This is an optimization exercise on Yosys and OpenROAD, whose aim is small area, not a production implementation. Function was checked by simulation only, so behaviour that the tests miss may differ from the original. Power is estimated from default activity; no workload was simulated.

### design/flow/design.v
`timescale 1ns/1ns
module cb_crc32
(
    input                    [31:0] q                           ,
    input                     [7:0] d                           ,
    output                   [31:0] c
);
    wire t0 = q[24] ^ d[0];
    wire t1 = q[25] ^ d[1];
    wire t2 = q[26] ^ d[2];
    wire t3 = q[27] ^ d[3];
    wire t4 = q[28] ^ d[4];
    wire t5 = q[29] ^ d[5];
    wire t6 = q[30] ^ d[6];
    wire t7 = q[31] ^ d[7];
    wire x0 = t2 ^ t7;
    wire x1 = t0 ^ t6;
    wire x2 = t1 ^ t4;
    wire x3 = t5 ^ x2;
    wire x4 = t0 ^ t3;
    wire x5 = t3 ^ t7;
    wire x6 = t1 ^ x0;
    wire x7 = t6 ^ x0;
    wire x8 = t3 ^ t4;
    wire x9 = t5 ^ t6;
    wire x10 = t3 ^ x6;
    wire x11 = x1 ^ x8;
    wire x12 = t2 ^ x3;
    wire x13 = x2 ^ x4;
    wire x14 = t4 ^ t5;
    wire x15 = t5 ^ x4;
    wire x16 = t1 ^ x1;
    assign c[0] = x1;
    assign c[1] = t7 ^ x16;
    assign c[2] = x1 ^ x6;
    assign c[3] = x10;
    assign c[4] = t2 ^ x11;
    assign c[5] = x1 ^ x3 ^ x5;
    assign c[6] = x3 ^ x7;
    assign c[7] = x0 ^ x15;
    assign c[8] = q[0] ^ x13;
    assign c[9] = q[1] ^ x12;
    assign c[10] = q[2] ^ t2 ^ x15;
    assign c[11] = q[3] ^ x13;
    assign c[12] = q[4] ^ x1 ^ x12;
    assign c[13] = q[5] ^ x10 ^ x9;
    assign c[14] = q[6] ^ x7 ^ x8;
    assign c[15] = q[7] ^ x14 ^ x5;
    assign c[16] = q[8] ^ t0 ^ x14;
    assign c[17] = q[9] ^ t1 ^ x9;
    assign c[18] = q[10] ^ x7;
    assign c[19] = q[11] ^ x5;
    assign c[20] = q[12] ^ t4;
    assign c[21] = q[13] ^ t5;
    assign c[22] = q[14] ^ t0;
    assign c[23] = q[15] ^ x16;
    assign c[24] = q[16] ^ x6;
    assign c[25] = q[17] ^ t2 ^ t3;
    assign c[26] = q[18] ^ x11;
    assign c[27] = q[19] ^ t7 ^ x3;
    assign c[28] = q[20] ^ t2 ^ x9;
    assign c[29] = q[21] ^ t6 ^ x5;
    assign c[30] = q[22] ^ t4 ^ t7;
    assign c[31] = q[23] ^ t5;
endmodule
`timescale 1ns/1ns
module pc_rx_deframe #
(
    parameter                       U_DLY = 1
)
(
    input                           clk_sys                     ,
    input                           rst_n                       ,
    input                     [7:0] pc_rx_data                  ,
    input                           pc_rx_data_valid            ,
    output reg                      fdram_wr_en                 ,
    output reg               [11:0] fdram_wr_addr               ,
    output                    [7:0] fdram_wr_data               ,
    output                    [3:0] fififo_wr_en                ,
    output                   [71:0] fififo_wr_data              ,
    output                   [19:0] resp_info                   ,
    output reg                      resp_info_valid
);
wire                                v = pc_rx_data_valid        ;
wire                          [7:0] d = pc_rx_data              ;
reg                                 v1                          ;
reg                                 v2                          ;
reg                          [23:8] sr_hi                       ;
reg                           [7:0] sr_lo                       ;
wire                         [23:0] sr = {sr_hi, sr_lo}         ;
wire                         [31:0] w = {sr, d}                 ;
reg                                 busy                        ;
reg                           [3:0] s                           ;
reg                          [31:0] r                           ;
reg                          [31:0] len                         ;
reg                                 type1                       ;
reg                                 type2                       ;
reg                          [15:0] func                        ;
reg                                 p11                         ;
reg                          [11:0] start                       ;
reg                                 latch                       ;
reg                          [31:0] crcd                        ;
reg                                 cv                          ;
reg                                 clear                       ;
reg                                 pc                          ;
reg                          [31:0] lfsr                        ;
wire                         [31:0] lfsr_c                      ;
reg                           [1:0] ffen                        ;
reg                                 m                           ;
wire                                rz4  = ~|r[31:4]            ;
wire                                r7   = rz4 & (r[3:0] == 4'd7);
wire                                r10  = rz4 & (r[3:0] == 4'd10);
wire                                rle6 = rz4 & ~r[3] & ~&r[2:0];
wire                                rgt10 = ~(rz4 & (r[3:0] <= 4'd10));
wire                                lz4  = ~|len[31:4]          ;
wire                                lz3  = lz4 & ~len[3]        ;
wire                                llt4 = lz3 & ~len[2]        ;
wire                                llt6 = lz3 & ~(len[2] & len[1]);
wire                                leq4 = lz3 & (len[2:0] == 3'd4);
wire                                reg1 = (s <= 4'd5)          ;
wire                                e1 = reg1 ? (lz4 & (len[3:0] == s + 4'd1)) : r7;
wire                                e4 = reg1 ? (lz4 & (len[3:0] == s + 4'd4)) : r10;
wire                                ge = rle6 | llt6            ;
wire                                lt4 = llt4 | (~leq4 & rgt10);
wire                                sync = v & (w == 32'hef9119fe);
wire                                chk = busy & v & e1         ;
wire                                match = cv ? (crcd == w) : (w == 32'd0);
always @ (posedge clk_sys or negedge rst_n)
begin
    if(rst_n == 1'b0)
        begin
            v1 <= 1'b0;
            v2 <= 1'b0;
            sr_lo <= 8'd0;
        end
    else
        begin
            v1 <= v;
            v2 <= v1;
            if(v == 1'b1)
                sr_lo <= d;
        end
end
always @ (posedge clk_sys)
begin
    if(v == 1'b1)
        sr_hi <= sr[15:0];
end
always @ (posedge clk_sys or negedge rst_n)
begin
    if(rst_n == 1'b0)
        begin
            busy <= 1'b0;
            s <= 4'd0;
        end
    else
        begin
            if(sync == 1'b1)
                busy <= 1'b1;
            else if((s >= 4'd9) && (ge == 1'b1))
                busy <= 1'b0;
            if(busy == 1'b0)
                s <= 4'd0;
            else if((v == 1'b1) && (s != 4'd15))
                s <= s + 4'd1;
        end
end
always @ (posedge clk_sys)
begin
    if((v == 1'b1) && (s == 4'd5))
        r <= w;
    else if((busy == 1'b1) && (v == 1'b1))
        r <= r - 32'd1;
end
always @ (posedge clk_sys)
begin
    if((v == 1'b1) && (s == 4'd1))
        begin
            type1 <= (w[15:0] == 16'h0001);
            type2 <= (w[15:0] == 16'h0002) | (w[15:0] == 16'h0003);
        end
end
always @ (posedge clk_sys or negedge rst_n)
begin
    if(rst_n == 1'b0)
        begin
            len <= 32'd0;
            p11 <= 1'b0;
            func <= 16'd0;
            start <= 12'd0;
        end
    else
        begin
            if((v1 == 1'b1) && (s == 4'd6))
                len <= r;
            p11 <= v & (s == 4'd11);
            if(p11 == 1'b1)
                func <= sr[15:0];
            if((v1 == 1'b1) && (s == 4'd11))
                start <= fdram_wr_addr;
        end
end
cb_crc32 u_cb_crc32
(
    .q                              (lfsr | {32{pc}}            ),
    .d                              (v1 ? sr[15:8] : sr[7:0]    ),
    .c                              (lfsr_c                     )
);
always @ (posedge clk_sys)
begin
    if(v2 == 1'b1)
        lfsr <= lfsr_c;
end
always @ (posedge clk_sys or negedge rst_n)
begin
    if(rst_n == 1'b0)
        begin
            clear <= 1'b0;
            pc <= 1'b1;
            latch <= 1'b0;
            cv <= 1'b0;
        end
    else
        begin
            clear <= ~busy & v & (d == 8'hef);
            if(clear == 1'b1)
                pc <= 1'b1;
            else if(v2 == 1'b1)
                pc <= 1'b0;
            latch <= v2 & e4;
            if(latch == 1'b1)
                cv <= 1'b1;
        end
end
always @ (posedge clk_sys)
begin
    if(latch == 1'b1)
        crcd <= lfsr;
end
always @ (posedge clk_sys or negedge rst_n)
begin
    if(rst_n == 1'b0)
        begin
            fdram_wr_en <= 1'b0;
            fdram_wr_addr <= 12'd0;
            ffen <= 2'd0;
            resp_info_valid <= 1'b0;
            m <= 1'b0;
        end
    else
        begin
            fdram_wr_en <= v & (s >= 4'd10) & lt4;
            if(fdram_wr_en == 1'b1)
                fdram_wr_addr <= fdram_wr_addr + 12'd1;
            ffen <= {chk & match & type2, chk & match & type1};
            resp_info_valid <= chk & (type1 | type2);
            m <= match;
        end
end
assign fdram_wr_data = sr_lo;
assign fififo_wr_en = {1'b0, ffen, 1'b0};
assign fififo_wr_data = {func, 4'd0, start, m, 7'd0, len};
assign resp_info = {3'd0, m, func};
endmodule
### design/flow/flow/run.sh
#!/bin/bash
# Standard ORFS layout with smaller port buffers, a lighter clock tree and
# combinational cells taken down to their smallest drive after floorplan.
set -euo pipefail
HERE=$(pwd)
cat >> config.mk <<EOC
export BUFFER_PORTS_ARGS = -buffer_cell sky130_fd_sc_hd__buf_1
export CTS_ARGS = -sink_clustering_enable -repair_clock_nets -buf_list sky130_fd_sc_hd__clkbuf_8 -sink_clustering_size 18 -sink_clustering_max_diameter 60 -dont_use_dummy_load
export POST_FLOORPLAN_TCL = $HERE/flow/downsize.tcl
EOC
bash standard.sh finish > flow.log 2>&1
### design/flow/flow/downsize.tcl
# Swap every combinational cell to the smallest drive strength of the same
# function (the later repair steps size up again where timing needs it).
set dont_use [split $::env(DONT_USE_CELLS)]
set db [ord::get_db]
array set best {}
foreach lib [$db getLibs] {
  foreach m [$lib getMasters] {
    set n [$m getName]
    if {[$m getType] ne "CORE"} { continue }
    if {[lsearch -exact $dont_use $n] >= 0} { continue }
    if {![regexp {^(sky130_fd_sc_hd__[a-z0-9]+)_([0-9]+)$} $n -> base drive]} { continue }
    set a [expr {[$m getWidth] * [$m getHeight]}]
    if {![info exists best($base)] || $a < [lindex $best($base) 0]} {
      set best($base) [list $a $m]
    }
  }
}
set n 0
foreach inst [[ord::get_db_block] getInsts] {
  set m [$inst getMaster]
  set name [$m getName]
  if {![regexp {^(sky130_fd_sc_hd__([a-z0-9]+))_([0-9]+)$} $name -> base short drive]} { continue }
  if {[regexp {^(df|edf|sdf|sedf|dl|conb|tap|fill|decap|clkdly|dlygate)} $short]} { continue }
  if {![info exists best($base)]} { continue }
  set bm [lindex $best($base) 1]
  if {$bm eq $m} { continue }
  if {[lindex $best($base) 0] < [expr {[$m getWidth] * [$m getHeight]}]} {
    $inst swapMaster $bm
    incr n
  }
}
puts "downsize: swapped $n cells"
### design/flow/standard.sh
#!/bin/bash
# synth_recipe.tcl (not shown) runs the flow's synth.tcl, then flattens the netlist and writes it again
# the make line also repeats each setting of config.mk as NAME=value (left out here)
make -C /OpenROAD-flow-scripts/flow DESIGN_CONFIG=/design/flow/config.mk WORK_HOME=/design/flow/orfs CLKGATE_MAP_FILE= SYNTH_SCRIPT=/design/flow/synth_recipe.tcl "${@:-finish}"
### design/flow/config.mk
export PLATFORM = sky130hd
export DESIGN_NAME = pc_rx_deframe
export DESIGN_NICKNAME = pc_rx_deframe
export VERILOG_FILES = /design/flow/design.v
export SDC_FILE = /design/flow/constraint.sdc
export NUM_CORES = 4
export LEC_CHECK = 0
export CAP_MARGIN = 20
export CORE_MARGIN = 2
export CORE_UTILIZATION = 40
export PLACE_DENSITY = 0.6
export SLEW_MARGIN = 20
export BUFFER_PORTS_ARGS = -buffer_cell sky130_fd_sc_hd__buf_1
export CTS_ARGS = -sink_clustering_enable -repair_clock_nets -buf_list sky130_fd_sc_hd__clkbuf_8 -sink_clustering_size 18 -sink_clustering_max_diameter 60 -dont_use_dummy_load
export POST_FLOORPLAN_TCL = /design/flow/flow/downsize.tcl
### design/flow/constraint.sdc
create_clock -name core_clock -period 6.0 [get_ports {clk_sys}]
set_input_delay 1.2000 -clock core_clock [delete_from_list [all_inputs] [get_ports {clk_sys}]]
set_output_delay 1.2000 -clock core_clock [all_outputs]
set_load 0.01 [all_outputs]
==> summary.txt, run 1 <==
Status
  • Status: timing/DRC/antenna clean

Synth
  • Number of synthesized flops with an enable pin: roughly 110
  • Flops & latches, synth: between 200 and 250
  • Ys async rst share: between 40% and 50%
  • Primary FF master, synth: edfxtp_1
  • Netlist cell types: about 60
  • Yosys top cell area share: approximately 33%
  • Average size of a mapped cell: roughly 13 um2
  • Seq/Total Area, Yosys: approximately 57%
  • Synth warn: 1
  • Cell taking the most area after synthesis: edfxtp_1
  • Synth area leaders: edfxtp_1, dfrtp_1, xnor2_1
  • Post-Synthesis Cells: 802
  • Mapped Area: roughly 10,000 um2

Floorplanning
  • CORE AREA: ~25,000 um2
  • I/O pin cnt: 129
  • Starting density of the core: between 40 and 50%
  • Die W: approximately 160 um
  • Row count: between 50 and 60
  • Die Area: about 27,000 um2
  • Die Ht: around 160 um

Final layout
  • Post-Route Utilization: 43.12%
  • Finished Cell Area: about 11,000 um2
  • Fillers: 2,417
  • Share of cells above drive strength 1: between 10 and 15%
  • Final-stage net count: ~910
  • Commonest non-fill, non-tap cell in the layout: edfxtp_1
  • Most frequent cells in the layout: edfxtp_1, buf_1, xnor2_1, dfrtp_1, mux2_2
  • Antenna Cells: 0
  • Final Non-Filler Cells: between 1,000 and 1,500
  • Area growth from synthesis to layout: 5.559%

STA
  • Clock Skew: 0.08521 ns
  • Final Max Tran Viols: 0
  • Count of final setup violators: 0
  • RSZ-0062 raised after global routing: no
  • Final Hold Viols: 0
  • F_max: between 200 and 300 MHz
  • Worst slew margin: a little over a third
  • Fin crit share: between 50% and 60%
  • Slew @ Worst Pin: just under 1 ns
  • Setup WS post-layout: approximately 2.6 ns
  • Post-layout min period: 3.414 ns
  • Final setup TNS: 0 ns

Placed design
  • Placed inst area: 10,610 um2
  • Hpwl dp: 16.54 mm
  • PortBufs: between 100 and 150
  • Post-place setup slack: around 2.1 ns
  • RD Place Congestion: around 0.82
  • Placed Cells incl. Taps: 1,201

Worst setup path
  • Crit. Startpoint: pc
  • Cell breakdown of the critical path: nor2_1 > xor2_1 > xor2_1 > xnor2_1 > xnor3_1
  • CP delay by family, top: XOR/XNOR gates
  • Crit-path max cell delay: about 0.95 ns
  • WP data arrival: 3.60 ns
  • CP Buf/Inv Count: 0
  • Worst Setup EP: lfsr[12]
  • Crit end category: flop
  • Most numerous cell on the critical path: xor2_1
  • R2R Setup Slk: around 2.6 ns
  • WS Path Type: flop to flop
  • Reg2reg end: lfsr[12]
  • Critical-path maximum fanout: 33
  • CP Depth: 5
  • Critical Path Start Type: flop
  • Reg2Reg Depth: 5
  • Worst EP required: around 6.2 ns
  • Reg-to-reg critical path startpoint: pc
  • Slowest-stage cell, CP: dfstp_2

Drt
  • Pre-Repair DR Iteration Count: 4
  • Post-Route WL: between 20 and 25 mm
  • Initial DRC count: approximately 570
  • Routed len/inst: ~19 um
  • Via-to-Cell Ratio: around 5.1
  • ANT nets after route: 0
  • Via count: approximately 6,300
  • DRC violations left: 0

Global route
  • Total grt overflow: 0
  • First-pass GRT wire length: 35.25 mm
  • Vias in the first global route: 5,997
  • Largest net degree at the start of global routing: 71
  • Initial antenna violation count: 0
  • Total track usage: ~17%

Flow run
  • Max-cap violations: 0

Clock tree
  • Setup bufs post-CTS: 0
  • Cts hold-fix bufs: 0
  • Number of buffers created by CTS: 18
  • Post-CTS sizing: 0
  • Clock Tree Buf Depth: 3
  • H-tree depth: 1
  • TritonCTS Sinks: between 200 and 250
  • Clock latency (worst-skew pair): around 0.53 ns
  • CTS tree: yes
  • Worst-path clk slew: ~0.11 ns
  • Root Buffer: clkbuf_8

Power and ir drop
  • PD cells: ~500 nW/um2
  • Max VDD drop: 0.3158 mV
  • P_leak: approximately 4.0 nW

Worst hold path
  • Worst Hold Class: flop to flop
kinds of logic (layout without fill, tap and decap cells):
family	after synthesis	count (layout)	synth area share, %
DFF	211	211	56.88
AOI/OAI and AO/OA	63	63	3.649
muxes	74	74	8.392
xor gates and xnor gates	147	147	14.35
other	1	16	0.03645
buffers and inverters	80	152	4.537
adders and majority gates	12	12	1.459
and+or+nand+nor	214	214	10.69
layout make-up:
cell class,instances,area [um2],area share [%]
flip-flops and latches,211,5852,53.89
multi-input cells,526,3810,35.08
repair buffers,120,484.2,4.459
well taps,330,412.9,3.802
clock buffers,18,247.7,2.281
inverters,14,52.55,0.4839
layer usage:
layer,vias to the layer above,global-route usage (%),share of wire (%)
met3,38,2.386,4.6
met2,159,28.03,48
met4,0,4.664,2.3
met1,3117,23.79,45
met5,-,0,0
li1,2947,-,-
worst min path at each step:
stage | from | endpoint | slack [ns] | cells past startpoint
floorplan | v1 | v2 | 0.37 | 0
global placement | lfsr[30] | crcd[30] | 0.43 | 0
detailed placement | clear | pc | 0.42 | 1
CTS | lfsr[7] | crcd[7] | 0.37 | 0
global route | lfsr[7] | crcd[7] | 0.37 | 0
finish | lfsr[7] | crcd[7] | 0.37 | 0
where the power goes:
part / internal (W) / leakage [nW] / switching (W)
logic: 0.000993 / 1.55 / 0.00110
clock network: 0.000270 / 0.129 / 0.000441
registers: 0.00218 / 2.33 / 0.000408
total: 0.00344 / 4.01 / 0.00195
synth_stat cells, types with 4 or more instances:
master and number:
ha_1 12, xor2_2 7, or4_1 5, nand4_1 18, dfrtp_1 96, nor3_1 16
xor2_4 5, mux2i_2 4, buf_4 42, o21ai_0 34, mux2_2 66, clkbuf_1 17
inv_1 14, nor4_1 30, xnor2_1 101, nand3_1 14, edfxtp_1 114, nand2_1 51
xor2_1 30, and3_1 7, or3_1 8, buf_1 5, nor2_1 43, a21oi_1 6
sequential cells by signal, summed over array words and instances, names as in the netlist, 2 cells and up:
| register | count |
|---|---|
| crcd | 32 |
| fdram_wr_addr | 12 |
| ffen | 2 |
| func | 16 |
| len | 32 |
| lfsr | 32 |
| r | 32 |
| s | 4 |
| sr_hi | 16 |
| sr_lo | 8 |
| start | 12 |
per-stage QoR:
step	hold slack (ns)	power, W
floorplan	0.3745	0.004300
global placement	0.4336	0.004684
detailed placement	0.4182	0.004740
CTS	0.3716	0.005462
global route	0.3742	0.005777
finish	0.3714	0.005390
==> run 2, diff against run 1 <==
--- a/design/flow/design.v
+++ b/design/flow/design.v
@@ -166,11 +166,30 @@
         end
 end
-always @ (posedge clk_sys)
-begin
-    if((v == 1'b1) && (s == 4'd5))
-        r <= w;
-    else if((busy == 1'b1) && (v == 1'b1))
-        r <= r - 32'd1;
-end
+genvar gi;
+wire                         [11:0] fa_t                        ;
+assign fa_t[0] = 1'b1;
+generate
+    for (gi = 1; gi < 12; gi = gi + 1) begin : g_fa
+        assign fa_t[gi] = fa_t[gi-1] & fdram_wr_addr[gi-1];
+    end
+endgenerate
+wire                                r_ld = v & (s == 4'd5)      ;
+wire                                r_dec = busy & v            ;
+wire                         [31:0] rzc                         ;
+assign rzc[0] = 1'b1;
+generate
+    for (gi = 1; gi < 32; gi = gi + 1) begin : g_rz
+        assign rzc[gi] = rzc[gi-1] & ~r[gi-1];
+    end
+    for (gi = 0; gi < 32; gi = gi + 1) begin : g_r
+        always @ (posedge clk_sys)
+        begin
+            if(r_ld == 1'b1)
+                r[gi] <= w[gi];
+            else if((r_dec == 1'b1) && (rzc[gi] == 1'b1))
+                r[gi] <= ~r[gi];
+        end
+    end
+endgenerate
 always @ (posedge clk_sys)
 begin
@@ -251,6 +270,5 @@
         begin
             fdram_wr_en <= v & (s >= 4'd10) & lt4;
-            if(fdram_wr_en == 1'b1)
-                fdram_wr_addr <= fdram_wr_addr + 12'd1;
+            fdram_wr_addr <= fdram_wr_addr ^ (fa_t & {12{fdram_wr_en}});
             ffen <= {chk & match & type2, chk & match & type1};
             resp_info_valid <= chk & (type1 | type2);
==> run 2 against run 1 <==
Effect of this change: power fell by 5.7%; final cell count fell by 2.8%; via count fell by 4.2%; worst hold slack improved by 0.057 ns; global-route usage fell by 0.51 points; final area fell by 2.5%.
==> summary.txt, run 2 <==
Synth
  • Largest family of logic cells by synthesized area: XOR/XNOR gates
  • Post-Synthesis Cells: 770
  • Top cells by instance count after synthesis: edfxtp_1, dfrtp_1, nor2_1
  • Average size of a mapped cell: between 10 and 15 um2
  • Adder-cell share of the synthesized area: 1.141%
  • Synth area leaders: edfxtp_1, dfrtp_1, mux2_2
  • Synth warn: 1
  • Seq/Total Area, Yosys: between 50% and 60%
  • Number of synthesized flops with an enable pin: ~110
  • Count leader, synth: edfxtp_1
  • Yosys top cell area share: about a third
  • Post-synthesis compound-gate area fraction: 4.564%
  • Primary FF master, synth: edfxtp_1
  • Flops & latches, synth: between 200 and 250
  • Mux cell area share after synthesis: about 8.5%
  • Post-Synth XOR/XNOR Area: 11.93%
  • Mapped Area: ~9900 um2
  • Netlist cell types: 54
  • Post-synthesis simple-gate area fraction: under 10%
  • Cell taking the most area after synthesis: edfxtp_1
  • Ys async rst share: 45.97%

Drt
  • DRC violations left: 0
  • Routed len/inst: between 15 and 20 um
  • Post-Route WL: between 20 and 25 mm
  • Pre-Repair DR Iteration Count: 5
  • Via count: about 6,000
  • ANT nets after route: 0
  • Initial DRC count: around 490
  • Via-to-Cell Ratio: between 5 and 6

STA
  • Count of final setup violators: 0
  • RSZ-0062 raised after global routing: no
  • Worst slew margin: approximately 43%
  • Hold slack: 0.4288 ns
  • Final Hold Viols: 0
  • Final Max Tran Viols: 0
  • Clock Skew: between 0.08 and 0.09 ns
  • Final setup TNS: 0 ns
  • F_max: a little over 300 MHz
  • Setup WS post-layout: between 2 and 3 ns
  • Slew @ Worst Pin: 0.8481 ns
  • Fin crit share: between 50% and 60%
  • Post-layout min period: 3.222 ns

Clock tree
  • Post-CTS sizing: 0
  • Number of buffers created by CTS: 18
  • CTS tree: yes
  • TritonCTS Sinks: 211
  • H-tree depth: 1
  • Setup bufs post-CTS: 0
  • Cts hold-fix bufs: 0
  • Clock latency (worst-skew pair): between 0.5 and 0.6 ns
  • Clock Tree Buf Depth: 3
  • Worst-path clk slew: around 0.11 ns
  • Root Buffer: clkbuf_8

Placed design
  • Post-place setup slack: about 2.2 ns
  • RD Place Congestion: approximately 0.83
  • PortBufs: ~110
  • Hpwl dp: 15.11 mm
  • Placed Cells incl. Taps: between 1,000 and 1,500

Global route
  • Initial antenna violation count: 0
  • Largest net degree at the start of global routing: 64
  • Vias in the first global route: approximately 5,800
  • Total grt overflow: 0
  • Total track usage: ~17%
  • First-pass GRT wire length: about 34 mm

Final layout
  • Antenna Cells: 0
  • Most frequent cells in the layout: edfxtp_1, buf_1, dfrtp_1, xnor2_1, nor2_1
  • Final-stage net count: a little under 900
  • Commonest non-fill, non-tap cell in the layout: edfxtp_1
  • Final Non-Filler Cells: approximately 1,200
  • Share of cells above drive strength 1: a little under an eighth
  • Area growth from synthesis to layout: 7.277%

Power and ir drop
  • Max VDD drop: ~0.2 mV
  • P_leak: 4.065 nW
  • PD cells: roughly 480 nW/um2

Floorplanning
  • I/O pin cnt: approximately 130
  • Die Ht: approximately 160 um
  • Die W: approximately 160 um
  • Starting density of the core: just over 40%
  • Die Area: 25,950 um2
  • Row count: 57
  • CORE AREA: ~24,000 um2

Status
  • Status: timing/DRC/antenna clean

Worst setup path
  • R2R Setup Slk: a little under 3 ns
  • Critical Path Start Type: primary input
  • Crit end category: flop
  • Critical-path maximum fanout: 34
  • WS Path Type: primary input to flop
  • Worst EP required: 6.24 ns
  • WP data arrival: 3.46 ns

Worst hold path
  • Worst Hold Class: flop to flop

Flow run
  • Max-cap violations: 0
==> run 2: cell count changes after synthesis, moves of 11 or more <==
cell	before	now
o21ai_0	34	11
nor4_1	30	19
a21oi_1	6	44
nand2_1	51	20
nor2_1	43	82
xnor2_1	101	81
==> run 2: path summary, 6_finish.rpt <==
kind,from,endpoint,depth (start not counted)
max reg2reg,pc,lfsr[4],5
min,lfsr[26],crcd[26],0
max,pc_rx_data_valid,r[22],7
min in group asynchronous,rst_n,start[3],1
min reg2reg,lfsr[26],crcd[26],0
max in group asynchronous,rst_n,func[0],2
==> run 2: worst max-delay path, cell delays in order <==
cell,delay [ns]
buf_1,0.07
buf_4,0.35
nand2_1,0.23
or3_1,0.51
or2_0,0.35
or4b_1,0.55
o21ai_0,0.19
==> run 2: cell type report <==
class | count | area (um2)
clock buffers | 18 | 247.7
fillers | 2313 | 13660
inverters | 12 | 45.04
multi-input cells | 498 | 3538
flip-flops and latches | 211 | 5852
well taps | 324 | 405.4
repair buffers | 122 | 499.2
==> run 2: kinds of logic after synthesis <==
family                   Yosys count
flip-flops                       211
AND/OR/NAND/NOR                  198
XOR/XNOR                         123
AO/OA/AOI/OAI                     77
buffers and inverters             76
multiplexers                      75
adder cells (fa/ha/maj)            9
other                              1
==> run 2: through the flow <==
step / util (%) / power (W) / instance area, um2
2_1_floorplan: - / 0.003975 / 9926
3_3_place_gp: 42.64 / 0.004386 / 10340
3_5_place_dp: 42.64 / 0.004432 / 10340
4_1_cts: 43.66 / 0.005158 / 10590
5_1_grt: 43.66 / 0.005446 / 10590
6_report: 43.66 / 0.005081 / 10590
==> run 2: power breakdown <==
part	internal [W]	total (W)	switching, W
Combinational	0.000927	0.00196	0.00103
Clock	0.000270	0.000712	0.000442
Sequential	0.00210	0.00241	0.000310
Total	0.00330	0.00508	0.00178
==> run 2: layer usage <==
| metal | up-vias | wire, um | track usage, % |
|---|---|---|---|
| li1 | 2846 | - | - |
| met1 | 2965 | 9848 | 23.68 |
| met2 | 160 | 10080 | 26.94 |
| met3 | 27 | 972 | 2.209 |
| met4 | 0 | 383 | 3.937 |
| met5 | - | 0 | 0 |
==> run 3, diff against run 2 <==
--- a/design/flow/design.v
+++ b/design/flow/design.v
@@ -184,10 +184,5 @@
     for (gi = 0; gi < 32; gi = gi + 1) begin : g_r
         always @ (posedge clk_sys)
-        begin
-            if(r_ld == 1'b1)
-                r[gi] <= w[gi];
-            else if((r_dec == 1'b1) && (rzc[gi] == 1'b1))
-                r[gi] <= ~r[gi];
-        end
+            r[gi] <= r_ld ? w[gi] : (r[gi] ^ (r_dec & rzc[gi]));
     end
 endgenerate
==> run 3 against run 2 <==
Effect of this change: critical path depth down 2; core utilization down 0.32 points; worst hold slack worse by 0.011 ns; clock skew down 0.012 ns; highest routed layer unchanged; clock-buffer cell count unchanged; register-to-register slack about the same; final area down 1.0%; power down 17%; sequential share of layout area down 2.5 points; via count up 3.6%; flip-flop and latch count unchanged; synthesized cell count up 3.6%; critical endpoint is now lfsr[2].
==> summary.txt, run 3 <==
Final layout
  • Final-stage net count: ~900
  • Fillers: 2,269
  • Final Non-Filler Cells: between 1,000 and 1,500
  • Antenna Cells: 0
  • Most frequent cells in the layout: buf_1, dfrtp_1, xnor2_1, edfxtp_1, nor2_1
  • Commonest non-fill, non-tap cell in the layout: buf_1
  • Register area: 5532 um2
  • Share of cells above drive strength 1: ~11%
  • Area of the multi-input gates: 3765 um2
  • Area growth from synthesis to layout: 7.097%

Worst setup path
  • CP delay by family, top: XOR/XNOR gates
  • Critical-path maximum fanout: 33
  • Crit end category: flop
  • R2R Setup Slk: roughly 3 ns
  • Critical Path Start Type: flop
  • WP data arrival: between 3 and 4 ns
  • WS Path Type: flop to flop
  • Slowest-stage cell, CP: dfstp_2
  • Crit-path max cell delay: roughly 0.94 ns
  • Worst EP required: ~6.2 ns
  • Cell breakdown of the critical path: nor2_1 > xor2_1 > xor2_1 > xnor2_1 > xnor2_1
  • CP Buf/Inv Count: 0

Global route
  • Largest net degree at the start of global routing: 54
  • Total track usage: 16.83%
  • Vias in the first global route: roughly 6,000
  • Initial antenna violation count: 0
  • Total grt overflow: 0
  • First-pass GRT wire length: between 30 and 40 mm

Placed design
  • Post-place setup slack: between 2 and 2.5 ns
  • RD Place Congestion: around 0.80
  • PortBufs: 112
  • Hpwl dp: between 15 and 20 mm
  • Placed Cells incl. Taps: roughly 1,200

Drt
  • Initial DRC count: 500
  • Routed len/inst: approximately 18 um
  • Pre-Repair DR Iteration Count: 4
  • Post-Route WL: 21.71 mm
  • Via-to-Cell Ratio: just over 5
  • DRC violations left: 0
  • Via count: between 6,000 and 7,000
  • ANT nets after route: 0

Power and ir drop
  • Max VDD drop: roughly 0.22 mV
  • PD cells: roughly 400 nW/um2
  • P_leak: 4.206 nW

Synth
  • Post-Synthesis Cells: 798
  • Average size of a mapped cell: roughly 12 um2
  • Netlist cell types: 62
  • Flops & latches, synth: roughly 210
  • Synth area leaders: edfxtp_1, dfrtp_1, xnor2_1
  • Primary FF master, synth: dfrtp_1
  • Cell taking the most area after synthesis: edfxtp_1
  • Count leader, synth: dfrtp_1
  • Synth warn: 1
  • Seq/Total Area, Yosys: 56.53%
  • Number of synthesized flops with an enable pin: 82
  • Ys async rst share: a little under half
  • Mapped Area: between 9000 and 10,000 um2
  • Yosys top cell area share: 25.16%
  • Top cells by instance count after synthesis: dfrtp_1, xnor2_1, edfxtp_1

Clock tree
  • CTS tree: yes
  • Worst-path clk slew: approximately 0.11 ns
  • Clock Tree Buf Depth: 3
  • Number of buffers created by CTS: 18
  • Clock latency (worst-skew pair): 0.53 ns
  • H-tree depth: 1
  • Root Buffer: clkbuf_8
  • TritonCTS Sinks: ~210
  • Post-CTS sizing: 0
  • Setup bufs post-CTS: 0
  • Cts hold-fix bufs: 0

STA
  • F_max: 325.6 MHz
  • Worst slew margin: between 30% and 40%
  • Post-layout min period: just over 3 ns
  • RSZ-0062 raised after global routing: no
  • Slew @ Worst Pin: 0.9904 ns
  • Final Max Tran Viols: 0
  • Fin crit share: about half
  • Final Hold Viols: 0
  • Final setup TNS: 0 ns
  • Count of final setup violators: 0
  • Clock Skew: roughly 0.068 ns
  • Setup WS post-layout: slightly below 3 ns

Floorplanning
  • Die W: about 160 um
  • Die Area: about 26,000 um2
  • Starting density of the core: between 40 and 50%
  • CORE AREA: around 24,000 um2
  • Die Ht: around 160 um
  • Row count: 57
  • I/O pin cnt: 129

Worst hold path
  • Worst Hold Class: flop to flop

Flow run
  • Max-cap violations: 0

Status
  • Status: timing/DRC/antenna clean
[run 3: changes by cell type after synthesis, sizes merged, moves of 9 or more]
cell / before / now
dfxtp: 0 / 32
edfxtp: 114 / 82
a21oi: 44 / 19
or4: 3 / 12
a31oi: 0 / 16
[run 3: stage by stage]
stage          hold WS, ns  total power, W  util (%)  instance area (um2)
2_1_floorplan       0.3745        0.003258         -                 9842
3_3_place_gp        0.4230        0.003499     42.32                10230
3_5_place_dp        0.4277        0.003528     42.32                10230
4_1_cts             0.4277        0.004252     43.35                10480
5_1_grt             0.4325        0.004474     43.35                10480
6_report            0.4177        0.004200     43.35                10480
[run 3: routing by layer]
metal  wire length, um  global-route usage (%)  part of all wire, %  vias to the layer above
met5                 0                       0                    0                        -
met4               473                   4.791                  2.2                        0
met3              1152                   2.557                  5.3                       30
met2             10380                   27.70                   48                      169
met1              9703                   23.21                   45                     3061
li1                  -                       -                    -                     2951
[run 3: final cells by class]
cell class / instances / share of cell area [%]
clock buffers: 18 / 2.364
inverters: 14 / 0.5014
multi-input cells: 519 / 35.92
flip-flops and latches: 211 / 52.78
well taps: 324 / 3.868
repair buffers: 119 / 4.561
[run 3: power by group]
part	internal, W	total (W)	switching [W]
clock network	0.000270	0.000716	0.000445
registers	0.00190	0.00209	0.000184
logic	0.000652	0.00140	0.000744
[run 3: worst paths after layout]
check | startpoint | end | cells past startpoint
max | pc | lfsr[2] | 5
min | lfsr[22] | crcd[22] | 0
max reg2reg | pc | lfsr[2] | 5
min reg2reg | lfsr[22] | crcd[22] | 0
max in group asynchronous | rst_n | func[10] | 2
min in group asynchronous | rst_n | start[3] | 1
[run 3: cells by family (layout without fill, tap and decap cells)]
logic type	after synthesis	after routing	share of synthesized area (%)
other	1	16	0.03832
buffers and inverters	83	151	5.153
adders and majority gates	10	10	1.279
DFF	211	211	56.53
AOI/OAI and AO/OA	82	82	5.383
xor gates and xnor gates	133	133	12.43
and+or+nand+nor	206	206	11.01
muxes	72	72	8.183
==> run 4, diff against run 3 <==
--- a/design/flow/design.v
+++ b/design/flow/design.v
@@ -14,52 +14,68 @@
     wire t6 = q[30] ^ d[6];
     wire t7 = q[31] ^ d[7];
-    wire x0 = t2 ^ t7;
-    wire x1 = t0 ^ t6;
-    wire x2 = t1 ^ t4;
-    wire x3 = t5 ^ x2;
-    wire x4 = t0 ^ t3;
-    wire x5 = t3 ^ t7;
-    wire x6 = t1 ^ x0;
-    wire x7 = t6 ^ x0;
-    wire x8 = t3 ^ t4;
-    wire x9 = t5 ^ t6;
-    wire x10 = t3 ^ x6;
-    wire x11 = x1 ^ x8;
-    wire x12 = t2 ^ x3;
-    wire x13 = x2 ^ x4;
-    wire x14 = t4 ^ t5;
-    wire x15 = t5 ^ x4;
-    wire x16 = t1 ^ x1;
-    assign c[0] = x1;
-    assign c[1] = t7 ^ x16;
-    assign c[2] = x1 ^ x6;
-    assign c[3] = x10;
-    assign c[4] = t2 ^ x11;
-    assign c[5] = x1 ^ x3 ^ x5;
-    assign c[6] = x3 ^ x7;
-    assign c[7] = x0 ^ x15;
-    assign c[8] = q[0] ^ x13;
-    assign c[9] = q[1] ^ x12;
-    assign c[10] = q[2] ^ t2 ^ x15;
-    assign c[11] = q[3] ^ x13;
-    assign c[12] = q[4] ^ x1 ^ x12;
-    assign c[13] = q[5] ^ x10 ^ x9;
-    assign c[14] = q[6] ^ x7 ^ x8;
-    assign c[15] = q[7] ^ x14 ^ x5;
-    assign c[16] = q[8] ^ t0 ^ x14;
-    assign c[17] = q[9] ^ t1 ^ x9;
-    assign c[18] = q[10] ^ x7;
-    assign c[19] = q[11] ^ x5;
+    wire x0 = t2 ^ t3;
+    wire x1 = t1 ^ t7;
+    wire x2 = t4 ^ t5;
+    wire x3 = t0 ^ t6;
+    wire x4 = t2 ^ x2;
+    wire x5 = x0 ^ x1;
+    wire x6 = t1 ^ x4;
+    wire x7 = t6 ^ t7;
+    wire x8 = t0 ^ t5;
+    wire x9 = x0 ^ x8;
+    wire x10 = x1 ^ x3;
+    wire x11 = t1 ^ x3;
+    wire x12 = t4 ^ x3;
+    wire x13 = x5 ^ x6;
+    wire x14 = x6 ^ x9;
+    wire x15 = t2 ^ x10;
+    wire x16 = x14 ^ x15;
+    wire x17 = x9 ^ x10;
+    wire x18 = t0 ^ x2;
+    wire x19 = x13 ^ x16;
+    wire x20 = x0 ^ x12;
+    wire x21 = x1 ^ x2;
+    wire x22 = x4 ^ x21;
+    wire x23 = t3 ^ x7;
+    wire x24 = t6 ^ x23;
+    wire x25 = t2 ^ x20;
+    wire x26 = x11 ^ x17;
+    wire x27 = x15 ^ x18;
+    wire x28 = x8 ^ x11;
+    wire x29 = x4 ^ x11;
+    wire x30 = t2 ^ x7;
+    wire x31 = x11 ^ x13;
+    wire x32 = t4 ^ t7;
+    assign c[0] = x3;
+    assign c[1] = x10;
+    assign c[2] = x15;
+    assign c[3] = x5;
+    assign c[4] = x20;
+    assign c[5] = x31;
+    assign c[6] = x27;
+    assign c[7] = x26;
+    assign c[8] = q[0] ^ x14;
+    assign c[9] = q[1] ^ x6;
+    assign c[10] = q[2] ^ x9;
+    assign c[11] = q[3] ^ x14;
+    assign c[12] = q[4] ^ x29;
+    assign c[13] = q[5] ^ x17;
+    assign c[14] = q[6] ^ x16;
+    assign c[15] = q[7] ^ x13;
+    assign c[16] = q[8] ^ x18;
+    assign c[17] = q[9] ^ x28;
+    assign c[18] = q[10] ^ x30;
+    assign c[19] = q[11] ^ x24;
     assign c[20] = q[12] ^ t4;
     assign c[21] = q[13] ^ t5;
     assign c[22] = q[14] ^ t0;
-    assign c[23] = q[15] ^ x16;
-    assign c[24] = q[16] ^ x6;
-    assign c[25] = q[17] ^ t2 ^ t3;
-    assign c[26] = q[18] ^ x11;
-    assign c[27] = q[19] ^ t7 ^ x3;
-    assign c[28] = q[20] ^ t2 ^ x9;
-    assign c[29] = q[21] ^ t6 ^ x5;
-    assign c[30] = q[22] ^ t4 ^ t7;
+    assign c[23] = q[15] ^ x11;
+    assign c[24] = q[16] ^ x22;
+    assign c[25] = q[17] ^ x0;
+    assign c[26] = q[18] ^ x25;
+    assign c[27] = q[19] ^ x21;
+    assign c[28] = q[20] ^ x19;
+    assign c[29] = q[21] ^ x23;
+    assign c[30] = q[22] ^ x32;
     assign c[31] = q[23] ^ t5;
 endmodule
@@ -231,5 +247,5 @@
         begin
             clear <= 1'b0;
-            pc <= 1'b1;
+            pc <= 1'b0;
             latch <= 1'b0;
             cv <= 1'b0;
@@ -238,8 +254,5 @@
         begin
             clear <= ~busy & v & (d == 8'hef);
-            if(clear == 1'b1)
-                pc <= 1'b1;
-            else if(v2 == 1'b1)
-                pc <= 1'b0;
+            pc <= clear;
             latch <= v2 & e4;
             if(latch == 1'b1)
--- a/design/flow/config.mk
+++ b/design/flow/config.mk
@@ -8,6 +8,7 @@
 export CAP_MARGIN = 20
 export CORE_MARGIN = 2
-export CORE_UTILIZATION = 40
-export PLACE_DENSITY = 0.6
+export CORE_UTILIZATION = 70
+export GPL_TIMING_DRIVEN = 0
+export PLACE_DENSITY = 0.85
 export SLEW_MARGIN = 20
 export BUFFER_PORTS_ARGS = -buffer_cell sky130_fd_sc_hd__buf_1
==> run 4 against run 3 <==
Effect of this change: still clean on timing, DRC and antenna; clock-buffer cell count decreased by 3; final cell count decreased by 8.8%; register-to-register slack got worse by 0.37 ns; critical path depth increased by 4; highest routed layer unchanged.
==> summary.txt, run 4 <==
Status
  • Status: timing/DRC/antenna clean

Final layout
  • Most frequent cells in the layout: buf_1, dfrtp_1, xnor2_1, edfxtp_1, mux2_2
  • Area growth from synthesis to layout: 6.721%
  • Antenna Cells: 0
  • Finished Cell Area: roughly 10,000 um2
  • Share of cells above drive strength 1: approximately a tenth
  • Commonest non-fill, non-tap cell in the layout: buf_1
  • Final-stage net count: about 940
  • Post-Route Utilization: approximately 76%

Synth
  • Flops & latches, synth: 211
  • Ys async rst share: a little under half
  • Primary FF master, synth: dfrtp_1
  • Synth area leaders: edfxtp_1, dfrtp_1, mux2_2
  • Netlist cell types: 56
  • Post-Synthesis Cells: roughly 770
  • Seq/Total Area, Yosys: 56.91%
  • Cell taking the most area after synthesis: edfxtp_1
  • Synth warn: 1
  • Yosys top cell area share: 25.34%
  • Count leader, synth: dfrtp_1
  • Number of synthesized flops with an enable pin: 82
  • Top cells by instance count after synthesis: dfrtp_1, xnor2_1, edfxtp_1
  • Mapped Area: between 9000 and 10,000 um2
  • Average size of a mapped cell: 12.55 um2

Drt
  • DRC violations left: 0
  • Via count: ~6,300
  • ANT nets after route: 0
  • Initial DRC count: 603
  • Pre-Repair DR Iteration Count: 5
  • Via-to-Cell Ratio: roughly 5.7
  • Routed len/inst: between 15 and 20 um
  • Post-Route WL: ~20 mm

Floorplanning
  • Die Ht: around 120 um
  • CORE AREA: 13,720 um2
  • Die W: 121.8 um
  • Starting density of the core: 70.83%
  • I/O pin cnt: approximately 130
  • Row count: between 40 and 50
  • Die Area: between 10,000 and 15,000 um2

Global route
  • First-pass GRT wire length: 32.22 mm
  • Largest net degree at the start of global routing: 34
  • Vias in the first global route: roughly 6,100
  • Initial antenna violation count: 0
  • Total track usage: about 28%
  • Total grt overflow: 0

STA
  • Worst slew margin: a little under two fifths
  • Setup WS post-layout: between 2 and 2.5 ns
  • RSZ-0062 raised after global routing: no
  • Fin crit share: between 60 and 70%
  • Slew @ Worst Pin: just over 0.9 ns
  • Count of final setup violators: 0
  • Final Hold Viols: 0
  • Post-layout min period: slightly below 4 ns
  • Hold slack: roughly 0.37 ns
  • F_max: between 200 and 300 MHz
  • Final Max Tran Viols: 0
  • Clock Skew: between 0.01 and 0.015 ns

Clock tree
  • Post-CTS sizing: 0
  • Clock latency (worst-skew pair): around 0.5 ns
  • Worst-path clk slew: about 0.11 ns
  • CTS tree: yes
  • H-tree depth: 1
  • TritonCTS Sinks: roughly 210
  • Number of buffers created by CTS: 15
  • Setup bufs post-CTS: 0
  • Root Buffer: clkbuf_8
  • Clock Tree Buf Depth: 3
  • Cts hold-fix bufs: 0

Placed design
  • Hpwl dp: 14.81 mm
  • PortBufs: 112
  • RD Place Congestion: ~0.88
  • Post-place setup slack: about 1.7 ns
  • Placed inst area: around 10,000 um2

Worst setup path
  • Critical-path maximum fanout: 18
  • Worst EP required: about 6.4 ns
  • WS Path Type: primary input to flop
  • Critical Path Start Type: primary input
  • Crit end category: flop
  • WP data arrival: 4.23 ns

Flow run
  • Max-cap violations: 0

Power and ir drop
  • P_leak: approximately 4.1 nW
  • Max VDD drop: 0.7277 mV
  • PD cells: between 500 and 600 nW/um2

Worst hold path
  • Worst Hold Class: flop to flop
[run 4: metrics by stage]
step	instances	power (W)	setup TNS, ns
floorplan	789	0.004167	0
global placement	1081	0.004548	-17.12
detailed placement	1084	0.004663	0
CTS	1099	0.005292	0
global route	1099	0.005603	0
finish	1099	0.005288	0
[run 4: final cells by class]
| cell class | instances | area (um2) |
|---|---|---|
| flip-flops and latches | 211 | 5533 |
| multi-input cells | 505 | 3650 |
| fillers | 915 | 3349 |
| repair buffers | 115 | 481.7 |
| plain buffers | 64 | 240.2 |
| well taps | 180 | 225.2 |
| clock buffers | 15 | 206.4 |
| inverters | 9 | 33.78 |
[run 4: power by group]
group | switching (W) | leakage [nW] | internal (W)
Sequential | 0.000374 | 2.36 | 0.00212
Combinational | 0.00117 | 1.68 | 0.000984
Clock | 0.000409 | 0.108 | 0.000227
[run 4: routing by layer]
metal	vias to the layer above	share of wire, %	global-route usage [%]
met5	-	0	1.389
met3	62	6.4	3.933
met1	3040	41	37.99
met2	252	49	46.65
li1	2920	-	-
met4	0	3.6	10.85
[run 4: final timing paths]
kind,endpoint,slack (ns),depth (start not counted),from
max in group asynchronous,func[3],4.73,3,rst_n
max,r[26],2.14,9,pc_rx_data_valid
min in group asynchronous,len[15],0.57,1,rst_n
min,pc,0.37,0,clear
max reg2reg,lfsr[14],2.56,7,v1
min reg2reg,pc,0.37,0,clear
[run 4: critical path, cell delays in order]
cell and delay, ns:
buf_1 0.67, clkbuf_1 0.38, nor4bb_1 0.58, nand4_1 0.20, or3_1 0.37, buf_1 0.23
nor3_1 0.35, xnor2_1 0.18, o21ai_1 0.08
[run 4: cells by family (layout without fill, tap and decap cells)]
family | Yosys count | count (layout) | share of synthesized area [%]
flops | 211 | 211 | 56.91
simple gates | 204 | 204 | 11.24
xor+xnor | 145 | 145 | 14.10
mux | 74 | 74 | 8.511
buf+inv | 73 | 203 | 4.610
compound gates | 56 | 56 | 3.296
fa+ha+maj | 10 | 10 | 1.288
other cells | 1 | 16 | 0.03859
==> run 5, diff against run 4 <==
--- a/design/flow/config.mk
+++ b/design/flow/config.mk
@@ -8,7 +8,6 @@
 export CAP_MARGIN = 20
 export CORE_MARGIN = 2
-export CORE_UTILIZATION = 70
-export GPL_TIMING_DRIVEN = 0
-export PLACE_DENSITY = 0.85
+export CORE_UTILIZATION = 60
+export PLACE_DENSITY = 0.75
 export SLEW_MARGIN = 20
 export BUFFER_PORTS_ARGS = -buffer_cell sky130_fd_sc_hd__buf_1
==> run 5 against run 4 <==
Effect of this change: die area is 16% higher; first-iteration DRC count is 13% lower; synthesized cell count stayed put; worst hold slack better by 0.041 ns; maximum frequency is 8.2% higher; combinational power hardly changed; clock skew is 0.0082 ns higher; via count is 2.9% lower.
==> summary.txt, run 5 <==
Global route
  • Total grt overflow: 0
  • Largest net degree at the start of global routing: 79
  • First-pass GRT wire length: approximately 33 mm
  • Vias in the first global route: about 6,100
  • Initial antenna violation count: 0
  • Total track usage: between 20% and 30%

Clock tree
  • Number of buffers created by CTS: 15
  • H-tree depth: 1
  • Clock Tree Buf Depth: 3
  • Post-CTS sizing: 0
  • Cts hold-fix bufs: 0
  • CTS tree: yes
  • Clock latency (worst-skew pair): 0.50 ns
  • TritonCTS Sinks: around 210
  • Root Buffer: clkbuf_8
  • Setup bufs post-CTS: 0
  • Worst-path clk slew: ~0.11 ns

Worst setup path
  • Cell breakdown of the critical path: buf_1 > buf_4 > nor4bb_1 > nand4_1 > or3_1 > nor3_1 > xnor2_1 > o21ai_1
  • Worst Setup EP: r[26]
  • Reg-to-reg critical path startpoint: pc
  • Crit end category: flop
  • Slowest-stage cell, CP: or3_1
  • Crit. Startpoint: pc_rx_data_valid
  • WP data arrival: 3.94 ns
  • R2R Setup Slk: between 2 and 3 ns
  • Crit-path max cell delay: approximately 0.63 ns
  • Critical Path Start Type: primary input
  • Critical-path maximum fanout: 35
  • Reg2Reg Depth: 6
  • WS Path Type: primary input to flop
  • Worst EP required: roughly 6.4 ns
  • Reg2reg end: lfsr[28]

STA
  • Final setup TNS: 0 ns
  • F_max: 280.2 MHz
  • Slew @ Worst Pin: between 1 and 1.5 ns
  • Clock Skew: roughly 0.023 ns
  • Worst slew margin: 28.91%
  • Final Max Tran Viols: 0
  • Post-layout min period: 3.568 ns
  • RSZ-0062 raised after global routing: no
  • Fin crit share: 59.47%
  • Count of final setup violators: 0
  • Final Hold Viols: 0

Floorplanning
  • Starting density of the core: between 60 and 70%
  • Die Ht: around 130 um
  • Die Area: between 15,000 and 20,000 um2
  • Die W: around 130 um
  • Row count: 46
  • I/O pin cnt: between 100 and 150
  • CORE AREA: approximately 16,000 um2

Final layout
  • Antenna Cells: 0
  • Post-Route Utilization: ~64%
  • Most frequent cells in the layout: buf_1, dfrtp_1, xnor2_1, edfxtp_1, mux2_2
  • Area growth from synthesis to layout: 4.558%
  • Commonest non-fill, non-tap cell in the layout: buf_1
  • Final-stage net count: between 800 and 900
  • Share of cells above drive strength 1: a little over a tenth
  • Final Non-Filler Cells: roughly 1,100

Worst hold path
  • Worst Hold Class: flop to flop
  • Hold path start: clear

Synth
  • Number of synthesized flops with an enable pin: 82
  • Mapped Area: 9717 um2
  • Primary FF master, synth: dfrtp_1
  • Average size of a mapped cell: between 10 and 15 um2
  • Flops & latches, synth: 211
  • Synth warn: 1
  • Synth area leaders: edfxtp_1, dfrtp_1, mux2_2
  • Cell taking the most area after synthesis: edfxtp_1
  • Post-Synthesis Cells: 774
  • Netlist cell types: 56
  • Count leader, synth: dfrtp_1
  • Yosys top cell area share: ~25%
  • Ys async rst share: 45.97%
  • Seq/Total Area, Yosys: between 50% and 60%
  • Top cells by instance count after synthesis: dfrtp_1, xnor2_1, edfxtp_1

Status
  • Status: timing/DRC/antenna clean

Power and ir drop
  • Power Total: roughly 0.0053 W
  • P_leak: roughly 4.1 nW
  • PD cells: roughly 520 nW/um2
  • Max VDD drop: roughly 0.58 mV

Drt
  • Pre-Repair DR Iteration Count: 5
  • Via count: just over 6,000
  • Routed len/inst: between 15 and 20 um
  • Initial DRC count: roughly 520
  • Via-to-Cell Ratio: between 5 and 6
  • Post-Route WL: 20.42 mm
  • DRC violations left: 0
  • ANT nets after route: 0

Placed design
  • RD Place Congestion: just under 0.9
  • Placed Cells incl. Taps: 1,059
  • Hpwl dp: around 15 mm
  • PortBufs: 112

Flow run
  • Max-cap violations: 0
==> run 5: cell count changes in the layout (fill, tap and decap cells not counted), sizes merged <==
cell	delta
buf	-48
clkbuf	-13
==> run 5: per-stage QoR <==
step / cell area, um2 / hold slack [ns] / setup slack (ns)
floorplan: 9773 / 0.3312 / 3.045
global placement: 9953 / 0.3878 / 2.131
detailed placement: 9953 / 0.3685 / 1.943
CTS: 10160 / 0.4169 / 2.484
global route: 10160 / 0.4283 / 2.203
finish: 10160 / 0.4139 / 2.432
==> run 5: how the worst min path moves through the flow <==
stage,to,slack [ns],depth (start not counted)
floorplan,pc,0.33,0
finish,pc,0.41,0
CTS,pc,0.42,0
global route,pc,0.43,0
global placement,pc,0.39,0
detailed placement,pc,0.37,0
==> run 5: cells by family (layout without fill, tap and decap cells) <==
logic type               Yosys count  in the layout  synth area share [%]
other                              1             16               0.03859
AND/OR/NAND/NOR                  204            204                 11.24
flip-flops                       211            211                 56.91
buffers and inverters             73            142                 4.610
adder cells (fa/ha/maj)           10             10                 1.288
AO/OA/AOI/OAI                     56             56                 3.296
multiplexers                      74             74                 8.511
XOR/XNOR                         145            145                 14.10
==> run 5: where the power goes <==
part | internal, W | switching, W | total, W
clock | 0.000227 | 0.000419 | 0.000646
sequential | 0.00212 | 0.000369 | 0.00249
combinational | 0.000966 | 0.00115 | 0.00212
total | 0.00332 | 0.00194 | 0.00525
==> run 5: area by class of cell <==
cell class                      instances  area (um2)
Timing Repair Buffer                  118       469.2
Inverter                                9       33.78
Multi-Input combinational cell        505        3650
Clock buffer                           15       206.4
Sequential cell                       211        5530
Tap cell                              216       270.3
Fill cell                            1260        5725
==> run 5: critical path: cells and delay by family <==
family | cells | cell delay [ns]
AO/OA/AOI/OAI | 1 | 0.08
XOR/XNOR | 1 | 0.18
buffers and inverters | 2 | 0.42
AND/OR/NAND/NOR | 4 | 2.04
==> run 5: layer usage <==
metal,routed length (um),share of wire [%],global-route usage (%)
met2,10060,49,40.58
met4,747,3.7,8.454
met1,8489,42,32.32
met3,1124,5.5,3.009
met5,0,0,0
==> run 6, diff against run 5 <==
--- a/design/flow/config.mk
+++ b/design/flow/config.mk
@@ -8,6 +8,6 @@
 export CAP_MARGIN = 20
 export CORE_MARGIN = 2
-export CORE_UTILIZATION = 60
-export PLACE_DENSITY = 0.75
+export CORE_UTILIZATION = 40
+export PLACE_DENSITY = 0.6
 export SLEW_MARGIN = 20
 export BUFFER_PORTS_ARGS = -buffer_cell sky130_fd_sc_hd__buf_1
==> run 6 against run 5 <==
Effect of this change: wire length increased by 4.7%; sequential share of layout area decreased by 0.98 points; area after synthesis unchanged; sequential power about the same; worst hold slack got worse by 0.0055 ns; clock-buffer cell count increased by 2; clock power increased by 8.5%; via count decreased by 3.3%; core utilization decreased by 21 points; critical path type is now flop to flop; critical endpoint is now lfsr[14]; largest cell class unchanged.
==> summary.txt, run 6 <==
Clock tree
  • Setup bufs post-CTS: 0
  • Post-CTS sizing: 0
  • Cts hold-fix bufs: 0
  • H-tree depth: 1
  • TritonCTS Sinks: ~210
  • Clock latency (worst-skew pair): between 0.5 and 0.6 ns
  • CTS tree: yes
  • Worst-path clk slew: roughly 0.10 ns
  • Root Buffer: clkbuf_8
  • Clock Tree Buf Depth: 3
  • Number of buffers created by CTS: 17

Placed design
  • PortBufs: roughly 110
  • Placed Cells incl. Taps: 1,170
  • Placed inst area: 10,110 um2
  • Hpwl dp: about 15 mm
  • RD Place Congestion: 0.8118

Synth
  • Top cells by instance count after synthesis: dfrtp_1, xnor2_1, edfxtp_1
  • Synth warn: 1
  • Netlist cell types: 56
  • Yosys top cell area share: 25.34%
  • Number of synthesized flops with an enable pin: slightly above 80
  • Synth area leaders: edfxtp_1, dfrtp_1, mux2_2
  • Primary FF master, synth: dfrtp_1
  • Count leader, synth: dfrtp_1
  • Flops & latches, synth: approximately 210
  • Seq/Total Area, Yosys: 56.91%
  • Cell taking the most area after synthesis: edfxtp_1
  • Average size of a mapped cell: between 10 and 15 um2
  • Mapped Area: 9717 um2
  • Post-Synthesis Cells: approximately 770
  • Ys async rst share: a little under half

STA
  • F_max: ~310 MHz
  • Count of final setup violators: 0
  • Fin crit share: 53.39%
  • Post-layout min period: 3.204 ns
  • Final setup TNS: 0 ns
  • Final Max Tran Viols: 0
  • Worst slew margin: between 40% and 50%
  • RSZ-0062 raised after global routing: no
  • Clock Skew: around 0.08 ns
  • Slew @ Worst Pin: between 0.8 and 0.9 ns
  • Hold slack: 0.4084 ns
  • Final Hold Viols: 0

Power and ir drop
  • P_leak: 4.104 nW
  • PD cells: roughly 510 nW/um2
  • Max VDD drop: between 0.2 and 0.25 mV

Global route
  • Total grt overflow: 0
  • Total track usage: between 10% and 20%
  • Largest net degree at the start of global routing: 57
  • Vias in the first global route: 5,806
  • First-pass GRT wire length: 33.65 mm
  • Initial antenna violation count: 0

Worst setup path
  • Critical Path Start Type: flop
  • Crit. Startpoint: v1
  • Cell breakdown of the critical path: mux2i_1 > xor2_1 > xnor3_1 > xnor2_1 > xor2_1 > xnor2_1
  • Reg-to-reg critical path startpoint: v1
  • Slowest-stage cell, CP: dfrtp_1
  • Worst EP required: around 6.2 ns
  • Crit-path max cell delay: between 0.7 and 0.8 ns
  • WP data arrival: between 3 and 4 ns
  • Reg2Reg Depth: 6
  • Critical-path maximum fanout: 11
  • Crit end category: flop
  • Reg2reg end: lfsr[14]
  • WS Path Type: flop to flop
  • R2R Setup Slk: between 2 and 3 ns

Final layout
  • Post-Route Utilization: about 43%
  • Final-stage net count: 886
  • Most frequent cells in the layout: buf_1, dfrtp_1, xnor2_1, edfxtp_1, mux2_2
  • Share of cells above drive strength 1: between 10% and 20%
  • Finished Cell Area: approximately 10,000 um2
  • Antenna Cells: 0
  • Commonest non-fill, non-tap cell in the layout: buf_1
  • Area growth from synthesis to layout: 6.477%
  • Final Non-Filler Cells: around 1,200

Flow run
  • Max-cap violations: 0

Drt
  • Via count: between 5,000 and 6,000
  • ANT nets after route: 0
  • Initial DRC count: between 300 and 400
  • Routed len/inst: approximately 18 um
  • Pre-Repair DR Iteration Count: 4
  • DRC violations left: 0
  • Via-to-Cell Ratio: around 5.0
  • Post-Route WL: 21.39 mm

Worst hold path
  • Hold path cells: 0
  • Hold path start: lfsr[21]
  • Sink of the worst hold path: crcd[21]
  • Worst Hold Class: flop to flop

Floorplanning
  • Die W: between 150 and 200 um
  • I/O pin cnt: around 130
  • Die Ht: 159.9 um
  • CORE AREA: 24,110 um2
  • Row count: 57
  • Die Area: approximately 26,000 um2
  • Starting density of the core: about 40%

Status
  • Status: timing/DRC/antenna clean
-- run 6: per-layer routing --
metal  track usage (%)  vias up  wire length, um
met4             4.423        0              464
met5                 0        -                0
li1                  -     2809                -
met1             22.75     2906             9702
met3             2.052       38              823
met2             28.20      138            10400
-- run 6: critical path, delay by kind of cell (launching register included) --
kind / cells / cell delay (ns)
mux: 1 / 0.27
xor+xnor: 5 / 1.97
flops: 1 / 0.72
-- run 6: how the worst max path moves through the flow --
stage	slack (ns)	end	cells after the start
2_1_floorplan	3.05	r[20]	8
3_3_place_gp	2.68	r[26]	8
3_5_place_dp	2.66	r[27]	8
4_1_cts	2.82	lfsr[14]	6
5_1_grt	2.53	lfsr[28]	6
6_report	2.80	lfsr[14]	6
-- run 6: logic make-up (layout without fill, tap and decap cells) --
family,count (synthesis),after routing,share of synthesized area (%)
xor gates and xnor gates,145,145,14.10
buffers and inverters,73,147,4.610
adders and majority gates,10,10,1.288
and+or+nand+nor,204,204,11.24
other,1,16,0.03859
muxes,74,74,8.511
DFF,211,211,56.91
AOI/OAI and AO/OA,56,56,3.296
-- run 6: power by group --
group | leakage, nW | switching (W) | internal (W)
Sequential | 2.36 | 0.000365 | 0.00212
Clock | 0.122 | 0.000445 | 0.000256
Combinational | 1.62 | 0.00114 | 0.000967
Total | 4.10 | 0.00195 | 0.00335
-- run 6: through the flow --
| step | setup slack (ns) | total power [W] |
|---|---|---|
| 2_1_floorplan | 3.045 | 0.004167 |
| 3_3_place_gp | 2.677 | 0.004607 |
| 3_5_place_dp | 2.662 | 0.004642 |
| 4_1_cts | 2.819 | 0.005351 |
| 5_1_grt | 2.528 | 0.005649 |
| 6_report | 2.796 | 0.005295 |
-- run 6: final cells by class --
cell class / count / area (um2)
Clock buffer: 17 / 234.0
Fill cell: 2335 / 13760
Inverter: 9 / 33.78
Multi-Input combinational cell: 505 / 3650
Sequential cell: 211 / 5530
Tap cell: 324 / 405.4
Timing Repair Buffer: 121 / 493.0
==> run 7, diff against run 6 <==
--- a/design/flow/config.mk
+++ b/design/flow/config.mk
@@ -6,9 +6,9 @@
 export NUM_CORES = 4
 export LEC_CHECK = 0
-export CAP_MARGIN = 20
+export CAP_MARGIN = 0
 export CORE_MARGIN = 2
 export CORE_UTILIZATION = 40
 export PLACE_DENSITY = 0.6
-export SLEW_MARGIN = 20
+export SLEW_MARGIN = 0
 export BUFFER_PORTS_ARGS = -buffer_cell sky130_fd_sc_hd__buf_1
 export CTS_ARGS = -sink_clustering_enable -repair_clock_nets -buf_list sky130_fd_sc_hd__clkbuf_8 -sink_clustering_size 18 -sink_clustering_max_diameter 60 -dont_use_dummy_load
==> run 7 against run 6 <==
Effect of this change: final cell count unchanged; register-to-register slack about the same; core utilization unchanged; worst setup slack unchanged; non-clock buffer count unchanged; maximum frequency unchanged; critical path depth unchanged; area after synthesis unchanged; critical endpoint unchanged; largest cell class unchanged; highest routed layer unchanged.
==> summary.txt, run 7 <==
Placed design
  • PortBufs: between 100 and 150
  • RD Place Congestion: around 0.81
  • Hpwl dp: approximately 15 mm

Global route
  • Vias in the first global route: roughly 5,800
  • First-pass GRT wire length: approximately 34 mm
  • Total track usage: between 10% and 20%
  • Initial antenna violation count: 0
  • Largest net degree at the start of global routing: 57
  • Total grt overflow: 0

STA
  • F_max: between 300 and 400 MHz
  • Count of final setup violators: 0
  • Final Hold Viols: 0
  • Worst slew margin: 43.81%
  • Fin crit share: a little over half
  • Post-layout min period: between 3 and 4 ns
  • Hold slack: just over 0.4 ns
  • Clock Skew: around 0.078 ns
  • Slew @ Worst Pin: ~0.84 ns
  • Final setup TNS: 0 ns
  • Final Max Tran Viols: 0
  • RSZ-0062 raised after global routing: no

Final layout
  • Share of cells above drive strength 1: 11.12%
  • Post-Route Utilization: 42.92%
  • Antenna Cells: 0
  • Area growth from synthesis to layout: 6.477%
  • Final-stage net count: between 800 and 900
  • Fillers: 2,335
  • Commonest non-fill, non-tap cell in the layout: buf_1
  • Most frequent cells in the layout: buf_1, dfrtp_1, xnor2_1, edfxtp_1, mux2_2

Floorplanning
  • CORE AREA: between 20,000 and 25,000 um2
  • Die Ht: roughly 160 um
  • I/O pin cnt: approximately 130
  • Die W: ~160 um
  • Die Area: roughly 26,000 um2
  • Row count: 57
  • Starting density of the core: 40.31%

Worst setup path
  • Slowest-stage cell, CP: dfrtp_1
  • WS Path Type: flop to flop
  • Crit end category: flop
  • Cell breakdown of the critical path: mux2i_1 > xor2_1 > xnor3_1 > xnor2_1 > xor2_1 > xnor2_1
  • Critical-path maximum fanout: 11
  • Critical Path Start Type: flop
  • Worst EP required: approximately 6.2 ns
  • WP data arrival: between 3 and 4 ns
  • Crit-path max cell delay: approximately 0.72 ns

Clock tree
  • CTS tree: yes
  • TritonCTS Sinks: approximately 210
  • Setup bufs post-CTS: 0
  • Post-CTS sizing: 0
  • Root Buffer: clkbuf_8
  • H-tree depth: 1
  • Worst-path clk slew: 0.10 ns
  • Cts hold-fix bufs: 0
  • Clock latency (worst-skew pair): roughly 0.54 ns
  • Number of buffers created by CTS: 17
  • Clock Tree Buf Depth: 3

Drt
  • Via-to-Cell Ratio: between 4 and 5
  • DRC violations left: 0
  • Pre-Repair DR Iteration Count: 4
  • Initial DRC count: ~390
  • Post-Route WL: around 21 mm
  • Routed len/inst: ~18 um
  • ANT nets after route: 0
  • Via count: a little under 6,000

Synth
  • Flops & latches, synth: approximately 210
  • Seq/Total Area, Yosys: a little under three fifths
  • Ys async rst share: 45.97%
  • Synth warn: 1
  • Count leader, synth: dfrtp_1
  • Synth area leaders: edfxtp_1, dfrtp_1, mux2_2
  • Top cells by instance count after synthesis: dfrtp_1, xnor2_1, edfxtp_1
  • Primary FF master, synth: dfrtp_1
  • Post-Synthesis Cells: ~770
  • Netlist cell types: between 50 and 60
  • Yosys top cell area share: 25.34%
  • Mapped Area: ~9700 um2
  • Average size of a mapped cell: 12.55 um2
  • Cell taking the most area after synthesis: edfxtp_1
  • Number of synthesized flops with an enable pin: between 80 and 90

Power and ir drop
  • P_leak: just over 4 nW
  • Max VDD drop: approximately 0.23 mV
  • PD cells: 511.8 nW/um2

Worst hold path
  • Worst Hold Class: flop to flop

Status
  • Status: timing/DRC/antenna clean

Flow run
  • Max-cap violations: 0
==> run 7: cell counts in the layout (fill, tap and decap cells not counted) <==
No cell type changed its count.
==> run 7: cell families after synthesis <==
family | Yosys count | share of synthesized area [%]
DFF | 211 | 56.91
and+or+nand+nor | 204 | 11.24
xor gates and xnor gates | 145 | 14.10
muxes | 74 | 8.511
buffers and inverters | 73 | 4.610
AOI/OAI and AO/OA | 56 | 3.296
adders and majority gates | 10 | 1.288
other | 1 | 0.03859
==> run 7: critical path, delay by kind of cell (launching register included) <==
kind          cells  cell delay (ns)
XOR/XNOR          5             1.97
multiplexers      1             0.27
flip-flops        1             0.72
==> run 7: area by class of cell <==
class	count	area, um2	area share (%)
Inverter	9	33.78	0.3265
Sequential cell	211	5530	53.45
Timing Repair Buffer	121	493.0	4.765
Clock buffer	17	234.0	2.261
Multi-Input combinational cell	505	3650	35.28
Tap cell	324	405.4	3.918
==> run 7: worst paths after layout <==
check	startpoint	endpoint	slack (ns)	depth (start not counted)
min	lfsr[21]	crcd[21]	0.41	0
max in group asynchronous	rst_n	latch	4.10	2
min reg2reg	lfsr[21]	crcd[21]	0.41	0
max	v1	lfsr[14]	2.80	6
max reg2reg	v1	lfsr[14]	2.80	6
min in group asynchronous	rst_n	func[9]	0.74	1
==> run 7: per-layer routing <==
metal,vias to the layer above,GRT usage [%],routed length (um)
met5,-,0,0
met4,0,4.423,464
met3,38,2.052,823
met2,138,28.20,10400
met1,2906,22.75,9702
li1,2809,-,-
==> run 7: report_power, final <==
group	internal (W)	total, W	switching (W)
Clock	0.000256	0.000701	0.000445
Sequential	0.00212	0.00249	0.000365
Combinational	0.000967	0.00210	0.00114
Total	0.00335	0.00530	0.00195
==> run 7: through the flow <==
stage / std cells / total power, W / cell area [um2] / worst slack [ns]
after detailed placement: 1170 / 0.004642 / 10110 / 2.662
after floorplan: 789 / 0.004167 / 9773 / 3.045
after CTS: 1187 / 0.005351 / 10350 / 2.819
final: 1187 / 0.005295 / 10350 / 2.796
after global routing: 1187 / 0.005649 / 10350 / 2.528
after global placement: 1170 / 0.004607 / 10110 / 2.677

afterwards: timing with drivers on the ports:
In the flow no input, the clock included, has a driving cell. The finished layouts below were timed again as built, in two steps.
Step 1 (the two cells are an assumption about what drives the block):
set clk [get_ports {clk_sys}]
set_driving_cell -lib_cell sky130_fd_sc_hd__clkbuf_16 $clk
set_driving_cell -lib_cell sky130_fd_sc_hd__buf_2 [delete_from_list [all_inputs] $clk]
Step 2, shift: input delay + t, output delay - t, t = (earliest + latest rising clock arrival at the registers) / 2. This alone moves slack from input paths to output paths.
a / b / c = ideal / step 1 / step 2; a / b = the first two.
run | shift t [ns] | slack for setup (ns) | latest minus earliest clock arrival (ns) | worst slew at a driven data input, ns
run 1 | 0.528 | 2.586 / 2.586 / 2.094 | 0.087 / 0.087 | 0.05
run 2 | 0.522 | 2.778 / 2.787 / 2.264 | 0.081 / 0.081 | 0.04
run 3 | 0.540 | 2.929 / 2.929 / 2.404 | 0.069 / 0.068 | 0.04
run 4 | 0.522 | 2.137 / 2.136 / 1.615 | 0.014 / 0.015 | 0.04
run 5 | 0.534 | 2.432 / 2.448 / 1.914 | 0.024 / 0.024 | 0.05
run 6 | 0.547 | 2.796 / 2.796 / 2.672 | 0.078 / 0.078 | 0.05
run 7 | 0.547 | 2.796 / 2.796 / 2.672 | 0.078 / 0.078 | 0.05
After both steps every run listed still meets setup and hold. For run 3, which loses most, drivers alone change the setup slack by 0.000 ns; drivers and shift together by -0.525 ns.
